This design comes from an exercise in tuning for small area, a short achievable clock period and few clock cycles on the open sky130 flow, not from production work.
No functional check of the RTL was part of any run shown here.
Power is estimated from default activity; no workload was simulated.

[flow/config.mk]
export PLATFORM = sky130hd
export DESIGN_NAME = min_cpu
export DESIGN_NICKNAME = min_cpu
export VERILOG_FILES = /design/flow/design.v
export SDC_FILE = /design/flow/constraint.sdc
export NUM_CORES = 4
export LEC_CHECK = 0
export CAP_MARGIN = 20
export CORE_MARGIN = 2
export CORE_UTILIZATION = 40
export SETUP_SLACK_MARGIN = 4.5
export SLEW_MARGIN = 20
[flow/design.v]
module min_cpu (clk, rst, mem_addr, mem_we, mem_wdata, mem_rdata);
    input clk;
    input rst;
    output [15:0] mem_addr;
    output mem_we;
    output [15:0] mem_wdata;
    input [15:0] mem_rdata;
    function [15:0] add16;
        input [15:0] a, b;
        input ci;
        reg [15:0] g, p, gg, pp;
        reg [15:0] ng, np;
        integer i, l, s;
        begin
            g = a & b;
            p = a ^ b;
            gg = g; pp = p;
            gg[0] = g[0] | (p[0] & ci);
            for (l = 0; l < 4; l = l + 1) begin
                s = 1 << l;
                ng = gg; np = pp;
                for (i = 0; i < 16; i = i + 1)
                    if ((i & s) != 0) begin
                        ng[i] = gg[i] | (pp[i] & gg[(i & ~(s - 1)) - 1]);
                        np[i] = pp[i] & pp[(i & ~(s - 1)) - 1];
                    end
                gg = ng; pp = np;
            end
            add16 = p ^ {gg[14:0], ci};
        end
    endfunction
    function [15:0] aluf;
        input [1:0] op;
        input [15:0] a, b;
        begin
            if (op == 2'b11) aluf = a & b;
            else if (op == 2'b10) aluf = add16(a, ~b, 1'b1);
            else aluf = add16(a, b, 1'b0);
        end
    endfunction
    reg [15:0] rf [0:15];
    reg [15:0] pc, opa, opb;
    reg [3:0]  rx, ry;
    reg [1:0]  op;
    reg z;
    reg s_f, s_x, s_p, s_d, s_w;
    reg k_alurr, k_ldrr, k_strr, k_alum, k_ldm, k_stm, k_tst, k_bz, k_push, k_pop, k_popw;
    reg we, asel;
    wire [15:0] n = mem_rdata;
    wire [2:0] n_cls = n[12:10];
    wire n_m   = (n[5:4] != 2'b00);
    wire n_ab  = n[5];
    wire n_mcl = (n_cls == 3'b100) | (n_cls == 3'b001) | (n_cls == 3'b010) | (n_cls == 3'b011);
    wire n_stk = (n_cls == 3'b110);
    wire n_push = n_stk & n[13];
    wire n_bz  = (n_cls == 3'b101);
    wire n_x   = n_mcl & n_m & n_ab;
    wire n_p   = n_push;
    wire n_d   = (n_mcl & n_m & ~n_ab) | (n_stk & ~n[13]);
    wire [15:0] ralu = aluf(op, opa, opb);
    wire [15:0] malu = aluf(s_x ? 2'b01 : op, s_x ? opb : opa, mem_rdata);
    wire [15:0] incdec = add16(opb, {{15{k_push}}, 1'b1}, 1'b0);
    assign mem_addr  = asel ? pc : opb;
    assign mem_we    = we;
    assign mem_wdata = opa;
    reg        wen;
    reg [3:0]  wa;
    reg [15:0] wd;
    always @(*) begin
        wen = 1'b0; wa = ry; wd = ralu;
        if (s_f) begin
            if (k_alurr)     begin wen = 1'b1; wa = ry; wd = ralu;   end
            else if (k_ldrr) begin wen = 1'b1; wa = rx; wd = opb;    end
            else if (k_strr) begin wen = 1'b1; wa = ry; wd = opa;    end
            else if (k_popw) begin wen = 1'b1; wa = ry; wd = incdec; end
        end else if (s_p) begin
            wen = 1'b1; wa = ry; wd = incdec;
        end else if (s_d & (k_ldm | k_pop)) begin
            wen = 1'b1; wa = rx; wd = mem_rdata;
        end
    end
    wire [3:0] nrx = n[9:6];
    wire [3:0] nry = n[3:0];
    wire fwd = s_f & (k_alurr | k_ldrr | k_strr | k_popw);
    wire [15:0] ra = (fwd & (wa == nrx)) ? wd : rf[nrx];
    wire [15:0] rb = (fwd & (wa == nry)) ? wd : rf[nry];
    always @(posedge clk) begin
        if (wen) rf[wa] <= wd;
    end
    reg zn;
    always @(*) begin
        zn = z;
        if (s_f & (k_alurr | k_ldrr | k_strr)) zn = (wd == 16'd0);
        else if (s_d & (k_ldm | k_tst)) zn = (mem_rdata == 16'd0);
        else if ((s_d & k_stm) | s_w) zn = (opa == 16'd0);
    end
    always @(posedge clk) z <= zn;
    wire taken = k_bz & z;
    wire [15:0] faddr = taken ? opb : pc;
    always @(posedge clk) begin
        if (rst) begin
            s_f <= 1'b1; s_x <= 1'b0; s_p <= 1'b0; s_d <= 1'b0; s_w <= 1'b0;
            k_alurr <= 1'b0; k_ldrr <= 1'b0; k_strr <= 1'b0; k_alum <= 1'b0;
            k_ldm <= 1'b0; k_stm <= 1'b0; k_tst <= 1'b0; k_bz <= 1'b0;
            k_push <= 1'b0; k_pop <= 1'b0; k_popw <= 1'b0;
            we <= 1'b0;
            asel <= 1'b1;
            pc <= 16'd0;
        end else begin
            if (s_f) begin
                pc <= add16(faddr, 16'd0, 1'b1);
                s_f <= ~(n_x | n_p | n_d); s_x <= n_x; s_p <= n_p; s_d <= n_d; s_w <= 1'b0;
                k_alurr <= (n_cls == 3'b100) & ~n_m;
                k_ldrr  <= (n_cls == 3'b001) & ~n_m;
                k_strr  <= (n_cls == 3'b010) & ~n_m;
                k_alum  <= (n_cls == 3'b100) & n_m;
                k_ldm   <= (n_cls == 3'b001) & n_m;
                k_stm   <= (n_cls == 3'b010) & n_m;
                k_tst   <= (n_cls == 3'b011);
                k_bz    <= n_bz;
                k_push  <= n_push;
                k_pop   <= n_stk & ~n[13];
                k_popw  <= n_stk & ~n[13] & (nrx != nry);
                we      <= (n_cls == 3'b010) & n_m & ~n_ab;
                asel    <= n_x | ~(n_d | n_p | (n_bz & zn));
            end else begin
                if (s_x) pc <= add16(pc, 16'd0, 1'b1);
                s_x <= 1'b0;
                s_p <= 1'b0;
                s_d <= s_x | s_p;
                s_w <= s_d & k_alum;
                s_f <= (s_d & ~k_alum) | s_w;
                we  <= (s_x & k_stm) | s_p | (s_d & k_alum);
                asel <= (s_d & ~k_alum) | s_w;
            end
        end
    end
    always @(posedge clk) begin
        if (s_f) begin
            rx  <= nrx;
            ry  <= nry;
            op  <= n[14:13];
            opa <= ra;
            opb <= rb;
        end else if (s_x | s_p) begin
            opb <= s_x ? malu : incdec;
        end else if (s_d & k_alum) begin
            opa <= malu;
        end
    end
endmodule
[flow/constraint.sdc]
create_clock -name core_clock -period 8.0 [get_ports {clk}]
set_input_delay 1.6000 -clock core_clock [delete_from_list [all_inputs] [get_ports {clk}]]
set_output_delay 1.6000 -clock core_clock [all_outputs]
set_load 0.01 [all_outputs]
[flow/run.sh]
#!/bin/bash
# synth_recipe.tcl (not shown) runs the flow's synth.tcl, then flattens the netlist and writes it again
# the make line also repeats each setting of config.mk as NAME=value (left out here)
make -C /OpenROAD-flow-scripts/flow DESIGN_CONFIG=/design/flow/config.mk WORK_HOME=/design/flow/orfs CLKGATE_MAP_FILE= SYNTH_SCRIPT=/design/flow/synth_recipe.tcl finish
==> impl_metrics.env, run 1 <==
export IMPL_skew_ns=0.0239
export IMPL_hold_viol_final=0
export IMPL_drt_drc_violations_left=0
export IMPL_numCtsBuffers=39
export IMPL_grt_ovfl_total=0
export IMPL_drtIter0Drc=1895
export IMPL_hold_path_end="k_tst"
export IMPL_postRouteAntennaNets=0
export IMPL_fmax_mhz=232
export IMPL_cp_num_buf_inv=1
export IMPL_routed_via_density=6.32
export IMPL_dr_pass1_iters=6
export IMPL_synth_edff_count=298
export IMPL_stdcell_area_um2=26100
export IMPL_finalSetupTns_ns=0
export IMPL_routedWlPerCell_um=28.1
export IMPL_rsz0062_at_grt="yes"
export IMPL_io_pins=51
export IMPL_place_congestion=0.988
export IMPL_setup_violations=0
export IMPL_r2r_slack_ns=3.68
export IMPL_cp_data_required_time_ns=8.43
export IMPL_grt_pass1_wl_um=106000
export IMPL_drive_gt1_share_pct=31.7
export IMPL_final_core_util_pct=49.7
export IMPL_hpwl_um=46600
export IMPL_path_clk_slew_ns=0.06
export IMPL_cp_depth=16
export IMPL_reg2reg_to="asel"
export IMPL_crit_family="compound AO/OA/AOI/OAI gates"
export IMPL_drv_cap=0
export IMPL_cts_num_sinks=333
export IMPL_r2r_cells=16
export IMPL_min_period_ns=4.32
export IMPL_grt_pass1_vias=16000
export IMPL_routed_wl_um=72900
export IMPL_yosys_warnings=1
export IMPL_placed_cell_area_um2=22800
export IMPL_crit_path_end_kind="flop"
export IMPL_grt_usage_pct=25.8
export IMPL_core_region_area_um2=52600
export IMPL_finalMaxSlewViolations=0
export IMPL_syn_area_um2=21300
export IMPL_fin_crit_sh_pct=54.0
export IMPL_cts_root_buffer="clkbuf_16"
export IMPL_cts_max_level=2
export IMPL_final_nets=1992
export IMPL_peakVddDrop_mv=0.162
export IMPL_setup_slack_ns=3.68
export IMPL_critical_path_class="reg -> reg"
export IMPL_synth_seq_cells=333
export IMPL_die_area_um2=55100
export IMPL_hold_depth=2
export IMPL_cts_tree="yes"
export IMPL_clockBufferDepth=3
export IMPL_async_flop_share_pct=0
export IMPL_syn_inst=1722
export IMPL_initial_core_util_pct=40.5
export IMPL_syn_nets=1841
export IMPL_dp_worst_setup_slack_ns=2.90
export IMPL_hold_start="k_tst"
export IMPL_port_buffers=50
export IMPL_area_growth_pct=22.7
export IMPL_crit_slowest_cell="fa_1"
export IMPL_grt_max_degree=49
export IMPL_powerDensity_nw_per_um2=259
export IMPL_worstMarginPinSlew_ns=1.04
export IMPL_layout_common_cells="298 x edfxtp_1, 160 x mux4_2, 130 x nand2_1, 128 x buf_4, 119 x nor2_1"
export IMPL_status="complete, no violations"
export IMPL_r2r_start="opa[0]"
export IMPL_worstSetupStartpointType="flop"
export IMPL_ys_flop_type="edfxtp_1"
export IMPL_layout_commonest_cell="edfxtp_1"
export IMPL_die_h_um=235
export IMPL_yosysUniqueCellTypes=87
export IMPL_p_leak_nw=9.25
export IMPL_synth_seq_area_share_pct=45.3
export IMPL_hold_class="reg -> reg"
export IMPL_num_rows=84
export IMPL_crit_chain="inv_1, ha_2, fa_2, nand2b_4, nand2b_1, a21oi_1, fa_1, nor2b_1, o311ai_1, a22o_1, or3_1, a211o_1, a2111oi_4, o211ai_1, o41ai_4, o211ai_2"
export IMPL_slowest_delay_ns=0.49
export IMPL_worstPathArrival_ns=4.75
export IMPL_avgSynthCellArea_um2=12.4
export IMPL_slew_headroom_pct=30.8
export IMPL_insertion_delay_ns=0.57
export IMPL_grt_antenna_before_repair=2
export IMPL_cp_max_fo=4
export IMPL_num_vias=16400
export IMPL_die_w_um=235
## power breakdown
part	leakage, nW	switching [mW]	internal, mW
Sequential	3.01	0.129	2.22
Clock	0.597	0.729	0.979
Combinational	5.64	1.56	1.16
## state kept, by name (all words and copies together), names as in the netlist, 2 cells and up
name and flops:
pc 16, rx 4, opa 16, op 2
opb 16, rf 256, ry 4
## worst min-delay path, stage by stage (launching register included)
cell     delay [ns]
dfxtp_1        0.31
nand2_1        0.06
a21oi_1        0.05
## metrics by stage
| step | power (mW) | instances | hold slack [ns] |
|---|---|---|---|
| floorplan | 3.73 | 1722 | 0.436 |
| global placement | 4.40 | 2402 | 0.452 |
| detailed placement | 4.43 | 2402 | 0.455 |
| CTS | 6.47 | 2553 | 0.464 |
| global route | 7.06 | 2589 | 0.480 |
| finish | 6.77 | 2590 | 0.460 |
## cell families after synthesis
| family | after synthesis | synth area share (%) |
|---|---|---|
| mux | 223 | 20.0 |
| xor+xnor | 79 | 3.25 |
| buf+inv | 183 | 3.35 |
| compound gates | 382 | 12.5 |
| simple gates | 421 | 8.93 |
| flops | 333 | 45.3 |
| fa+ha+maj | 101 | 6.64 |
## layout make-up
class | instances | area (um2)
Multi-Input combinational cell | 1206 | 11800
Clock inverter | 21 | 200
Inverter | 76 | 372
Antenna cell | 1 | 2.50
Timing Repair inverter | 1 | 7.51
Clock buffer | 48 | 1020
Timing Repair Buffer | 216 | 2190
Tap cell | 688 | 861
Fill cell | 4505 | 26400
Sequential cell | 333 | 9660
## cell usage after synthesis, types with 35 or more instances
library cell	instances	area, um2
edfxtp_1	298	8950
a211oi_1	40	300
clkbuf_1	80	300
nand2_1	135	507
xnor2_1	59	517
mux4_2	160	3600
dfxtp_1	35	701
inv_1	72	270
mux2i_1	48	480
ha_1	81	1010
a21oi_1	94	470
nor2_1	142	533
o21ai_0	61	305
## repair_timing
| action | in CTS | in global routing |
|---|---|---|
| resized for setup | 187 | 102 |
| setup buffers | 76 | 34 |
| hold endpoints to repair | 0 | 0 |
| hold buffers | 0 | 0 |
| pin swaps | 43 | 40 |
| endpoints found under the setup margin | 453 | 184 |
| gates cloned | 6 | 2 |
## worst max-delay path by stage
stage / start / endpoint / slack, ns
2_1_floorplan: mem_rdata[1] / opb[14] / 3.86
3_3_place_gp: mem_rdata[9] / opb[14] / 2.94
3_5_place_dp: mem_rdata[9] / opb[14] / 2.90
4_1_cts: opa[0] / asel / 3.71
5_1_grt: opb[1] / asel / 3.51
6_report: opa[0] / asel / 3.68
## routing by layer
metal	track usage, %	wire (um)	up-vias	share of wire [%]
met5	0	9	-	0.012
met4	10.3	3220	2	4.4
met3	5.13	6800	177	9.3
met2	41.5	34100	850	47
met1	34.5	28700	8297	39
li1	-	-	7050	-
==> run 2, diff against run 1 <==
--- a/flow/config.mk
+++ b/flow/config.mk
@@ -6,7 +6,8 @@
 export NUM_CORES = 4
 export LEC_CHECK = 0
+export ABC_CLOCK_PERIOD_IN_PS = 3300
 export CAP_MARGIN = 20
 export CORE_MARGIN = 2
-export CORE_UTILIZATION = 40
-export SETUP_SLACK_MARGIN = 4.5
+export CORE_UTILIZATION = 60
+export SETUP_SLACK_MARGIN = 4.7
 export SLEW_MARGIN = 20
==> run 2 against run 1 <==
Maximum frequency decreased by 0.94%. Sequential share of layout area is 0.25 points lower. Core utilization up 26 points. Synthesized cell count stayed put. Still clean.
==> impl_metrics.env, run 2 <==
export IMPL_nFillCells=2168
export IMPL_io_pins=51
export IMPL_dr_pass1_iters=6
export IMPL_layout_cells_non_filler=2385
export IMPL_final_nets=2022
export IMPL_yosysTopAreaCellShare_pct=42.0
export IMPL_avgSynthCellArea_um2=12.4
export IMPL_hold_class="reg -> reg"
export IMPL_routedWlPerCell_um=33.3
export IMPL_slowest_delay_ns=0.45
export IMPL_drive_gt1_share_pct=33.3
export IMPL_cp_max_fo=5
export IMPL_fmax_mhz=229
export IMPL_synth_seq_area_share_pct=45.3
export IMPL_path_clk_slew_ns=0.06
export IMPL_grt_pass1_vias=17000
export IMPL_clockBufferDepth=3
export IMPL_cp_data_required_time_ns=8.44
export IMPL_synth_seq_cells=333
export IMPL_rsz0062_at_grt="yes"
export IMPL_worstMarginPinSlew_ns=1.03
export IMPL_crit_chain="buf_4, inv_2, fa_2, nand2b_4, a21oi_4, or2_1, nand2_1, fa_2, xor2_2, o221a_1, o21ai_2, or4_4, a211o_1, a2111oi_4, o211ai_1, o41ai_4, o211ai_2"
export IMPL_p_leak_nw=9.65
export IMPL_place_congestion=1.02
export IMPL_cp_common_cell="fa_2"
export IMPL_worstSetupStartpointType="flop"
export IMPL_slew_headroom_pct=31.0
export IMPL_final_core_util_pct=75.8
export IMPL_initial_core_util_pct=61.3
export IMPL_syn_nets=1841
export IMPL_cts_num_sinks=333
export IMPL_die_h_um=192
export IMPL_fin_crit_sh_pct=54.5
export IMPL_grt_ovfl_total=0
export IMPL_port_buffers=50
export IMPL_grt_pass1_wl_um=113000
export IMPL_routed_wl_um=79400
export IMPL_setup_violations=0
export IMPL_finalSetupTns_ns=0
export IMPL_routed_via_density=7.38
export IMPL_area_growth_pct=23.6
export IMPL_synthTopCellsByArea="edfxtp_1 42%, mux4_2 17%, ha_1 4.8%"
export IMPL_critical_path_class="reg -> reg"
export IMPL_syn_area_um2=21300
export IMPL_die_area_um2=37000
export IMPL_num_vias=17600
export IMPL_drt_drc_violations_left=0
export IMPL_cts_tree="yes"
export IMPL_dp_cells=2167
export IMPL_async_flop_share_pct=0
export IMPL_powerDensity_nw_per_um2=264
export IMPL_grt_usage_pct=43.2
export IMPL_cts_max_level=2
export IMPL_layout_common_cells="298 x edfxtp_1, 160 x mux4_2, 148 x buf_4, 129 x nand2_1, 120 x nor2_1"
export IMPL_skew_ns=0.0161
export IMPL_synth_largest_area_cell="edfxtp_1"
export IMPL_postCtsHoldBufs=0
export IMPL_ys_flop_type="edfxtp_1"
export IMPL_yosys_top_cells_count="298 x edfxtp_1, 160 x mux4_2, 142 x nor2_1"
export IMPL_die_w_um=192
export IMPL_largest_reg_flops=256
export IMPL_min_period_ns=4.36
export IMPL_yosys_warnings=1
export IMPL_cts_root_buffer="clkbuf_16"
export IMPL_postRouteAntennaNets=0
export IMPL_synth_edff_count=298
export IMPL_grt_max_degree=84
export IMPL_insertion_delay_ns=0.57
export IMPL_crit_path_end_kind="flop"
export IMPL_yosysUniqueCellTypes=87
export IMPL_diodes=0
export IMPL_peakVddDrop_mv=0.247
export IMPL_core_region_area_um2=34700
export IMPL_syn_inst=1722
export IMPL_grt_antenna_before_repair=3
export IMPL_numCtsBuffers=36
export IMPL_hold_viol_final=0
export IMPL_layout_commonest_cell="edfxtp_1"
export IMPL_drv_cap=0
export IMPL_synth_most_common_cell="edfxtp_1"
export IMPL_num_rows=68
export IMPL_drtIter0Drc=2388
export IMPL_worstPathArrival_ns=4.80
export IMPL_crit_slowest_cell="edfxtp_1"
export IMPL_finalMaxSlewViolations=0
export IMPL_top_register="rf"
export IMPL_hpwl_um=45700
export IMPL_status="complete, no violations"
run 2: per-stage QoR:
stage | power (mW) | worst slack [ns] | hold slack, ns | cell area (um2)
global route | 7.16 | 3.54 | 0.485 | 26300
global placement | 4.41 | 2.86 | 0.447 | 22500
CTS | 6.55 | 3.80 | 0.460 | 25500
detailed placement | 4.43 | 2.78 | 0.451 | 22500
floorplan | 3.75 | 3.86 | 0.436 | 21800
finish | 6.95 | 3.64 | 0.461 | 26300
run 2: final cells by class:
| cell class | instances | area (um2) | share of cell area (%) |
|---|---|---|---|
| timing repair buffer | 249 | 2600 | 9.88 |
| clock buffer | 43 | 958 | 3.64 |
| multi-input combinational | 1206 | 11900 | 45.3 |
| sequential | 333 | 9660 | 36.7 |
| tap | 455 | 569 | 2.16 |
| timing repair inverter | 1 | 7.51 | 0.0285 |
| clock inverter | 22 | 233 | 0.885 |
| inverter | 76 | 369 | 1.40 |
run 2: path summary, 6_finish.rpt:
kind | startpoint | to | slack, ns | cells after the start
min reg2reg | k_tst | k_tst | 0.46 | 2
max reg2reg | opb[0] | asel | 3.64 | 17
min | k_tst | k_tst | 0.46 | 2
max | opb[0] | asel | 3.64 | 17
run 2: metal layers:
layer	GRT usage (%)	routed length (um)
met3	12.2	10100
met1	53.1	26400
met4	26.9	6700
met5	0	22
met2	68.0	36100
run 2: kinds of logic (layout without fill, tap and decap cells):
group	after synthesis	in the layout	share of synthesized area, %
muxes	223	223	20.0
DFF	333	333	45.3
and+or+nand+nor	421	421	8.93
adders and majority gates	101	101	6.64
AOI/OAI and AO/OA	382	382	12.5
xor gates and xnor gates	79	79	3.25
buffers and inverters	183	391	3.35
run 2: what timing repair did:
action                                  in CTS  in global routing
gates resized for setup                    206                114
buffers inserted                            98                 45
hold endpoints to repair                     0                  0
endpoints found under the setup margin     340                248
gates cloned                                 8                  2
pin swaps                                   52                 60
run 2: report_power, final:
part           leakage, nW  internal (mW)  switching, mW
registers             3.01           2.22         0.0856
clock network        0.580          0.967          0.748
logic                 6.06           1.24           1.69
run 2: worst max-delay path, delay by kind of cell (launching register included):
family                   cells  cell delay (ns)
AO/OA/AOI/OAI                8             1.76
XOR/XNOR                     1             0.19
AND/OR/NAND/NOR              4             0.86
adder cells (fa/ha/maj)      2             0.76
flip-flops                   1             0.45
buffers and inverters        2             0.22

## static timing again, ports no longer ideal
No port has a modelled driver above. Below, the same layouts with a new extraction and two added sets of constraints.
Step 1 (the two cells are an assumption about what drives the block):
set clk [get_ports {clk}]
set_driving_cell -lib_cell sky130_fd_sc_hd__clkbuf_16 $clk
set_driving_cell -lib_cell sky130_fd_sc_hd__buf_2 [delete_from_list [all_inputs] $clk]
Step 2 also shifts input and output timing later by t, the mid clock arrival at the registers, as if the neighbouring blocks saw the same clock.
Slacks: ideal / step 1 / step 2; pairs: ideal / step 1.
| run | t (ns) | setup slack, ns | hold slack, ns | worst setup path at the end | clock arrival spread, ns |
|---|---|---|---|---|---|
| run 1 | 0.617 | 3.681 / 3.681 / 3.506 | 0.460 / 0.460 / 0.460 | input to register | 0.025 / 0.025 |
| run 2 | 0.617 | 3.640 / 3.640 / 3.529 | 0.461 / 0.461 / 0.461 | input to register | 0.019 / 0.019 |
After both steps every run listed still meets setup and hold. For run 1, which loses most, drivers alone change the setup slack by 0.000 ns; drivers and shift together by -0.175 ns.
